Context: an optimization exercise on an open-source flow, tuned for small area, a short achievable clock period and few clock cycles. The choices shown serve that exercise and are no tape-out recipe. Where RTL was checked, it was by simulation tests only, not by an equivalence proof against the original.

job 104:
Design US_CSC, start of the top module:
module US_CSC (
   input  logic            Clock,
   input  logic            Resetn,
   output logic            SRAM_we_n,
   output logic   [17:0]   SRAM_address,
   input  logic   [15:0]   SRAM_read_data,
   output logic   [15:0]   SRAM_write_data,
   input  logic            US_CSC_enable,
   output logic            US_CSC_complete
);
clock: 13.5 ns
lec_check: 0
cap_margin: 20
core_margin: 2
core_utilization: 40
slew_margin: 20
standard.sh (not shown) runs the stock make flow with config.mk's settings and CLKGATE_MAP_FILE= SYNTH_SCRIPT=/design/flow/synth_recipe.tcl, a recipe that flattens the netlist after the stock synthesis.
==> flow/flow/run.sh <==
#!/bin/bash
# Standard ORFS layout at the design's clock period and constraints; repair_timing
# is asked to keep 9 ns of setup slack, so it works on every path over 4.5 ns.
bash standard.sh SETUP_SLACK_MARGIN=9 CORE_UTILIZATION=60 finish > standard_run.log 2>&1
Testbench counts of job 104, summed over its fixed seeds: cycles 1,536,168.
Modified inputs, job 105 compared to job 104
--- a/flow/design.v
+++ b/flow/design.v
@@ -17,43 +17,40 @@
 logic [15:0] fr;            
 logic [6:0]  col;           
 logic [17:0] waddr;         
 logic [7:0]  sr [0:12];
 logic [7:0]  ys;            
 logic [7:0]  yp, up, vp;    
 logic [9:0]  up3;           
 logic [7:0]  usel;
 logic [7:0]  ufr;           
 logic [7:0]  bufb, bufg;    
-logic [7:0]  rreg, greg, breg;   
-logic        osel1, osel2;       
 logic [8:0]  sA, sB, sC;    
 logic e0, o0, e79, o78, o79;
 logic [7:0] ta, tb, tc, td, te, tf;
 logic na, nb, nd, ne, nf;
 assign na = ~(e0 | o0);
 assign nb = ~e0;
 assign nd = ~o79;
 assign ne = ~(e79 | o79);
 assign nf = ~(e79 | o78 | o79);
 always_comb begin
    for (int k = 0; k < 8; k++) begin
       ta[k] = (na & sr[0][k]) | (e0 & sr[4][k]) | (o0 & sr[2][k]);
       tb[k] = (nb & sr[2][k]) | (e0 & sr[4][k]);
       tc[k] = sr[4][k];
       td[k] = (nd & sr[6][k]) | (o79 & sr[4][k]);
       te[k] = (ne & sr[8][k]) | (e79 & sr[6][k]) | (o79 & sr[4][k]);
       tf[k] = (nf & sr[10][k]) | (e79 & sr[6][k]) | (o78 & sr[8][k]) | (o79 & sr[4][k]);
    end
 end
 assign usel = (ph == 4'd3 || ph == 4'd6) ? ufr : sr[3];
-assign SRAM_write_data = osel1 ? {bufb, rreg} : (osel2 ? {bufg, bufb} : {rreg, greg});
 wire fs_w1 = sA[7] ^ sA[5];
 wire fs_w2 = sA[7] & sA[5];
 wire fs_w3 = sA[8] ^ sA[6];
 wire fs_w4 = sA[8] & sA[6];
 wire fs_w5 = sA[4] ^ sA[2];
 wire fs_w6 = sA[4] & sA[2];
 wire fs_w7 = sA[5] ^ sA[3] ^ sA[1];
 wire fs_w8 = (sA[5] & sA[3]) | (sA[5] & sA[1]) | (sA[3] & sA[1]);
 wire fs_w9 = ~sB[3] ^ ~sB[1] ^ ~sB[0];
 wire fs_w10 = (~sB[3] & ~sB[1]) | (~sB[3] & ~sB[0]) | (~sB[1] & ~sB[0]);
@@ -1338,57 +1335,58 @@
    if (ph == 4'd3 || ph == 4'd6) vp <= fout;
    else                          vp <= sr[4];
    ys <= SRAM_read_data[7:0];    
    if (ph == 4'd1 || ph == 4'd2 || ph == 4'd4 || ph == 4'd5) begin
       for (i = 0; i < 12; i = i + 1) sr[i] <= sr[i+1];
    end
    if (ph == 4'd3 || ph == 4'd4) begin
       sr[10] <= SRAM_read_data[15:8];
       sr[12] <= SRAM_read_data[7:0];
    end
-   if (!run) SRAM_address <= U_BASE - 18'd2;    
-   else case (ph)
-      4'd0: SRAM_address <= U_BASE + {{2{fr[15]}}, fr};
-      4'd1: SRAM_address <= V_BASE + {{2{fr[15]}}, fr};
-      4'd2: SRAM_address <= {1'b0, fr, 1'b1};
-      4'd9: SRAM_address <= {1'b0, fr + 16'd1, 1'b0};
-      default: SRAM_address <= waddr;
+   bufb <= bb;
+   bufg <= gg;
+   case (ph)
+      4'd3, 4'd6: SRAM_write_data <= {rr, gg};
+      4'd4, 4'd7: SRAM_write_data <= {bufb, rr};
+      default:    SRAM_write_data <= {bufg, bufb};
    endcase
-   rreg <= rr;
-   greg <= gg;
-   breg <= bb;
-   bufb <= breg;
-   bufg <= greg;
-   osel1 <= (ph == 4'd4 || ph == 4'd7);
-   osel2 <= (ph == 4'd5 || ph == 4'd8);
 end
 always_ff @(posedge Clock or negedge Resetn) begin
    if (!Resetn) begin
       run <= 1'b0;
       ph <= 4'd0;
       fr <= 16'hfffe;
       col <= 7'd78;
       waddr <= RGB_BASE;
       SRAM_we_n <= 1'b1;
+      SRAM_address <= 18'd0;
       US_CSC_complete <= 1'b0;
    end else if (!run) begin
       SRAM_we_n <= 1'b1;
       if (US_CSC_enable && !US_CSC_complete) begin
          run <= 1'b1;
          ph <= 4'd1;
+         SRAM_address <= U_BASE - 18'd2;    
       end
    end else begin
       ph <= (ph == 4'd9) ? 4'd0 : ph + 4'd1;
       if (ph == 4'd9) begin
          fr <= fr + 16'd1;
          col <= (col == 7'd79) ? 7'd0 : col + 7'd1;
       end
+      case (ph)
+         4'd0: SRAM_address <= U_BASE + {{2{fr[15]}}, fr};
+         4'd1: SRAM_address <= V_BASE + {{2{fr[15]}}, fr};
+         4'd2: SRAM_address <= {1'b0, fr, 1'b1};
+         4'd9: SRAM_address <= {1'b0, fr + 16'd1, 1'b0};
+         default: SRAM_address <= waddr;
+      endcase
       if (ph >= 4'd3 && ph <= 4'd8 && !fr[15]) begin
          SRAM_we_n <= 1'b0;
          waddr <= waddr + 18'd1;
       end else
          SRAM_we_n <= 1'b1;
       if (ph == 4'd9 && fr == LAST_FR) begin
          run <= 1'b0;
          US_CSC_complete <= 1'b1;
       end
    end
==> run summary <==
- Sequential cell count in job 105 is 10 below job 104.
- Of job 104 and job 105, job 105 shows the higher post-synthesis net count, with job 104 below it.
- Summary of job 105 over job 104: hold slack has increased.
- Per the comparison of job 105 with job 104, final cycle utilization of the critical path up 1.6 points, synthesized cell count up 51.
- Routed length on met2 in job 105 is 11% higher than in job 104
- Changes observed in job 105 relative to job 104: non-clock buffer count went up by 32, overall routed net length went up by 3.7%, minimum clock period after layout went up by 0.22 ns.
For job 105, only the layout was checked, not whether the RTL still works.

[what the ideal ports hide]
The results above use ideal ports. As a check the final layouts listed here were re-extracted and re-timed, cells and wires unchanged. Step 1 sets driving cells, clkbuf_16 on the clock port and buf_2 on the other inputs (assumed; they add their load-dependent delay and slew). Step 2 times the ports against the registers' clock, not the clock port: input delays grow and output delays shrink by t, the midpoint of the rising clock arrivals with the driver on. a / b / c = no drivers / after step 1 / after step 2; a / b = the first two.
run | shift t [ns] | setup slack, ns | worst setup path after step 2
job 104 | 0.629 | 8.803 / 8.750 / 8.854 | register to register
job 105 | 0.615 | 8.588 / 8.588 / 8.588 | register to register
After both steps every run listed still meets setup and hold.
